What follows belongs to an exercise in optimizing a design on an open flow for small area and a short achievable clock period; a production flow would make more cautious choices. The flow treats the clock pin as an ideal source. Dropping or thinning the clock tree relies on that and would not hold on a real chip. No activity file was given, so power comes from the tool's default toggle rates.

== run A ==
Design mac_unit, start of the top module:
module mac_unit(input clk,en,clr,
                input [15:0]a,b,
                output [39:0]c);
Size: roughly 1100 cells after synthesis, about 190 flip-flops.
clock: 13.5 ns
lec_check: 0
cap_margin: 20
core_margin: 2
core_utilization: 40
slew_margin: 20
synth_hierarchical: 1
synth_minimum_keep_size: 0
standard.sh (not shown) runs the stock make flow with config.mk's settings and CLKGATE_MAP_FILE= SYNTH_SCRIPT=/design/flow/synth_recipe.tcl, a recipe that flattens the netlist after the stock synthesis.
==> flow/flow/run.sh <==
#!/bin/bash
# The standard layout (standard.sh), with these changes:
#  - every port gets a buf_1 buffer (ORFS's buffer_ports with -buffer_cell);
#  - after CTS (flow/clocktree.tcl) the clock tree is rebuilt as two balanced
#    levels of clkbuf_16 buffers (4 on the clock port, 8 driving the flip-flops);
#  - setup repair aims for 9.70 ns of slack at the design's clock period, and
#    does not remove buffers (so every port keeps its buffer).
# ORFS writes each step's full log under orfs/logs/; make's own output goes to standard.log.
export BUFFER_PORTS_ARGS="-buffer_cell sky130_fd_sc_hd__buf_1"
export PRE_RESIZE_TCL=$PWD/flow/sizes.tcl
export POST_CTS_TCL=$PWD/flow/clocktree.tcl
export SETUP_SLACK_MARGIN=9.70
export SKIP_BUFFER_REMOVAL=1
bash standard.sh > standard.log 2>&1
==> flow/flow/sizes.tcl <==
# Sizes of the output buffers (made by buffer_ports, named output*) and of the
# accumulator flip-flops that drive them.
foreach inst [get_cells {output*}] {
  replace_cell $inst sky130_fd_sc_hd__buf_2
}
foreach inst [get_cells {a1.acc*}] {
  replace_cell $inst sky130_fd_sc_hd__dfxtp_2
}
# the input buffers of en and clr, which drive the accumulator's control gates
foreach port {en clr} {
  foreach inst [get_cells -of_objects [get_nets $port]] {
    replace_cell $inst sky130_fd_sc_hd__buf_2
  }
}
foreach inst [get_cells {m1.ra* m1.rb*}] {
  replace_cell $inst sky130_fd_sc_hd__dfxtp_4
}
Other scripts of this flow, unchanged in this note and not shown: flow/flow/clocktree.tcl
[inputs] run B vs run A
diff --git a/flow/flow/run.sh b/flow/flow/run.sh
--- a/flow/flow/run.sh
+++ b/flow/flow/run.sh
@@ -5,4 +5,5 @@
 #    levels of clkbuf_16 buffers (4 on the clock port, 8 driving the flip-flops);
-#  - setup repair aims for 9.70 ns of slack at the design's clock period, and
-#    does not remove buffers (so every port keeps its buffer).
+#  - setup repair aims for 9.85 ns of slack at the design's clock period, and
+#    does not remove buffers (so every port keeps its buffer); it may resize a
+#    cell to one of another footprint (MATCH_CELL_FOOTPRINT=0).
 # ORFS writes each step's full log under orfs/logs/; make's own output goes to standard.log.
@@ -11,4 +12,5 @@
 export POST_CTS_TCL=$PWD/flow/clocktree.tcl
-export SETUP_SLACK_MARGIN=9.70
+export SETUP_SLACK_MARGIN=9.85
 export SKIP_BUFFER_REMOVAL=1
+export MATCH_CELL_FOOTPRINT=0
 bash standard.sh > standard.log 2>&1
diff --git a/flow/flow/sizes.tcl b/flow/flow/sizes.tcl
--- a/flow/flow/sizes.tcl
+++ b/flow/flow/sizes.tcl
@@ -3,6 +3,6 @@
 foreach inst [get_cells {output*}] {
-  replace_cell $inst sky130_fd_sc_hd__buf_2
+  replace_cell $inst sky130_fd_sc_hd__buf_4
 }
 foreach inst [get_cells {a1.acc*}] {
-  replace_cell $inst sky130_fd_sc_hd__dfxtp_2
+  replace_cell $inst sky130_fd_sc_hd__dfxtp_4
 }
Both conditions hold for run A: the flow ran to the end and the final layout passed the timing, DRC and antenna checks. Run B has completed all stages; timing, DRC and antenna checks passed. Re wire length of the first global-routing pass: run A was lower than run B. For register-to-register slack, run A and run B come out practically identical. Run B vs. run A: power up 3.7%; worst setup slack grew by 0.010 ns; area after synthesis did not really move; sequential share of layout area dropped 0.41 points; total number of vias moved up. As of run B, wire length had risen slightly compared to run A. The maximum clock skew at final layout reported for run B is smaller than that of run A by 0.0080 ns. Number of nets in the finished design was higher in run B than in run A. Number of non-filler instances in the completed layout: run B vs run A up about 2.4%.
Inputs modified between run B and run C:
==> flow/flow/run.sh <==
#!/bin/bash
# The standard layout (standard.sh), with these changes:
#  - every port gets a buf_1 buffer (ORFS's buffer_ports with -buffer_cell);
#  - after CTS (flow/clocktree.tcl) the clock tree is rebuilt as two balanced
#    levels of clkbuf_16 buffers (4 on the clock port, 8 driving the flip-flops);
#  - setup repair aims for 9.95 ns of slack at the design's clock period, and
#    does not remove buffers (so every port keeps its buffer).
# ORFS writes each step's full log under orfs/logs/; make's own output goes to standard.log.
export BUFFER_PORTS_ARGS="-buffer_cell sky130_fd_sc_hd__buf_1"
export PRE_RESIZE_TCL=$PWD/flow/sizes.tcl
export POST_CTS_TCL=$PWD/flow/clocktree.tcl
export SETUP_SLACK_MARGIN=9.95
export SKIP_BUFFER_REMOVAL=1
bash standard.sh > standard.log 2>&1
--- outcome ---
- In terms of worst hold slack, run C and run B differ only marginally.
- Changes observed in run C relative to run B: worst setup slack went up by 0.072 ns, maximum frequency saw an increase, power consumed by combinational cells about even, design area +350 um^2, fraction of area in multi-input gates moved down.
- Run C vs. run B: met1 demand-to-capacity share in global routing now sits higher; total global-route track usage now sits higher; combinational share of power now sits higher.
Function was not checked in any run of this note: the RTL went through the layout flow alone. In every run of this note, the design's own scripts or RTL, not TritonCTS, make the clock network.

mac_unit, a different RTL version from the one above (not shown whole).
For scale: about 1,300 cells after synthesis, about 200 flip-flops, ~75 I/O pins, ~14,000 sq um of cells after synthesis.
clock: 13.5 ns
lec_check: 0
cap_margin: 20
core_margin: 2
core_utilization: 40
slew_margin: 20
synth_hierarchical: 1
synth_minimum_keep_size: 0
run.sh (not shown) runs the stock make flow with config.mk's settings and CLKGATE_MAP_FILE= SYNTH_SCRIPT=/design/flow/synth_recipe.tcl, a recipe that flattens the netlist after the stock synthesis.
Stock flow here: none of the scripts above is used.
The first run finished with timing, DRC and antenna clean.
Change:
==> flow/flow/run.sh (new file) <==
#!/bin/bash
# Standard layout with plain buf_1 port buffers; ORFS keeps each step's log under orfs/logs.
export BUFFER_PORTS_ARGS="-buffer_cell sky130_fd_sc_hd__buf_1"
bash standard.sh > standard.log 2>&1
==> flow/standard.sh (new file) <==
#!/bin/bash
# synth_recipe.tcl (not shown) runs the flow's synth.tcl, then flattens the netlist and writes it again
# the make line also repeats each setting of config.mk as NAME=value (left out here)
make -C /OpenROAD-flow-scripts/flow DESIGN_CONFIG=/design/flow/config.mk WORK_HOME=/design/flow/orfs CLKGATE_MAP_FILE= SYNTH_SCRIPT=/design/flow/synth_recipe.tcl "${@:-finish}"
removed: flow/run.sh
=> The new run produced a clean layout; power falls by a few percent; utilization drops by 1.4 points; worst hold slack is about the same; setup slack improved by 0.062 ns; first-iteration DRC count went up by a few percent.
Function was not checked in any run of this note: the RTL went through the layout flow alone.

==> separate check: timing with driven ports <==
No port has a modelled driver above. Below, the same layouts with a new extraction and two added sets of constraints. Step 1 (the two cells are an assumption about what drives the block):
set clk [get_ports {clk}]
set_driving_cell -lib_cell sky130_fd_sc_hd__clkbuf_16 $clk
set_driving_cell -lib_cell sky130_fd_sc_hd__buf_2 [delete_from_list [all_inputs] $clk]
Step 2 adds t to the input delays and takes it off the output delays; t is the mean of the earliest and latest rising clock arrival at the registers after step 1. Input paths then give back, and output paths get back, about the clock's delay inside the block. Slacks: ideal / step 1 / step 2; pairs: ideal / step 1.
run | t, ns | setup slack, ns | latest minus earliest clock arrival (ns)
run A | 0.384 | 9.948 / 9.880 / 9.760 | 0.031 / 0.031
run B | 0.385 | 9.958 / 9.916 / 9.731 | 0.023 / 0.023
run C | 0.381 | 10.030 / 9.935 / 9.736 | 0.023 / 0.022
the first run of note 2 | 0.498 | 9.214 / 9.226 / 8.727 | 0.017 / 0.017
the second run of note 2 | 0.497 | 9.276 / 9.301 / 8.803 | 0.014 / 0.013
After both steps every run listed still meets setup and hold. The setup slack of the first run of note 2, which loses most, moves by +0.012 ns with the drivers and by -0.487 ns with both steps.
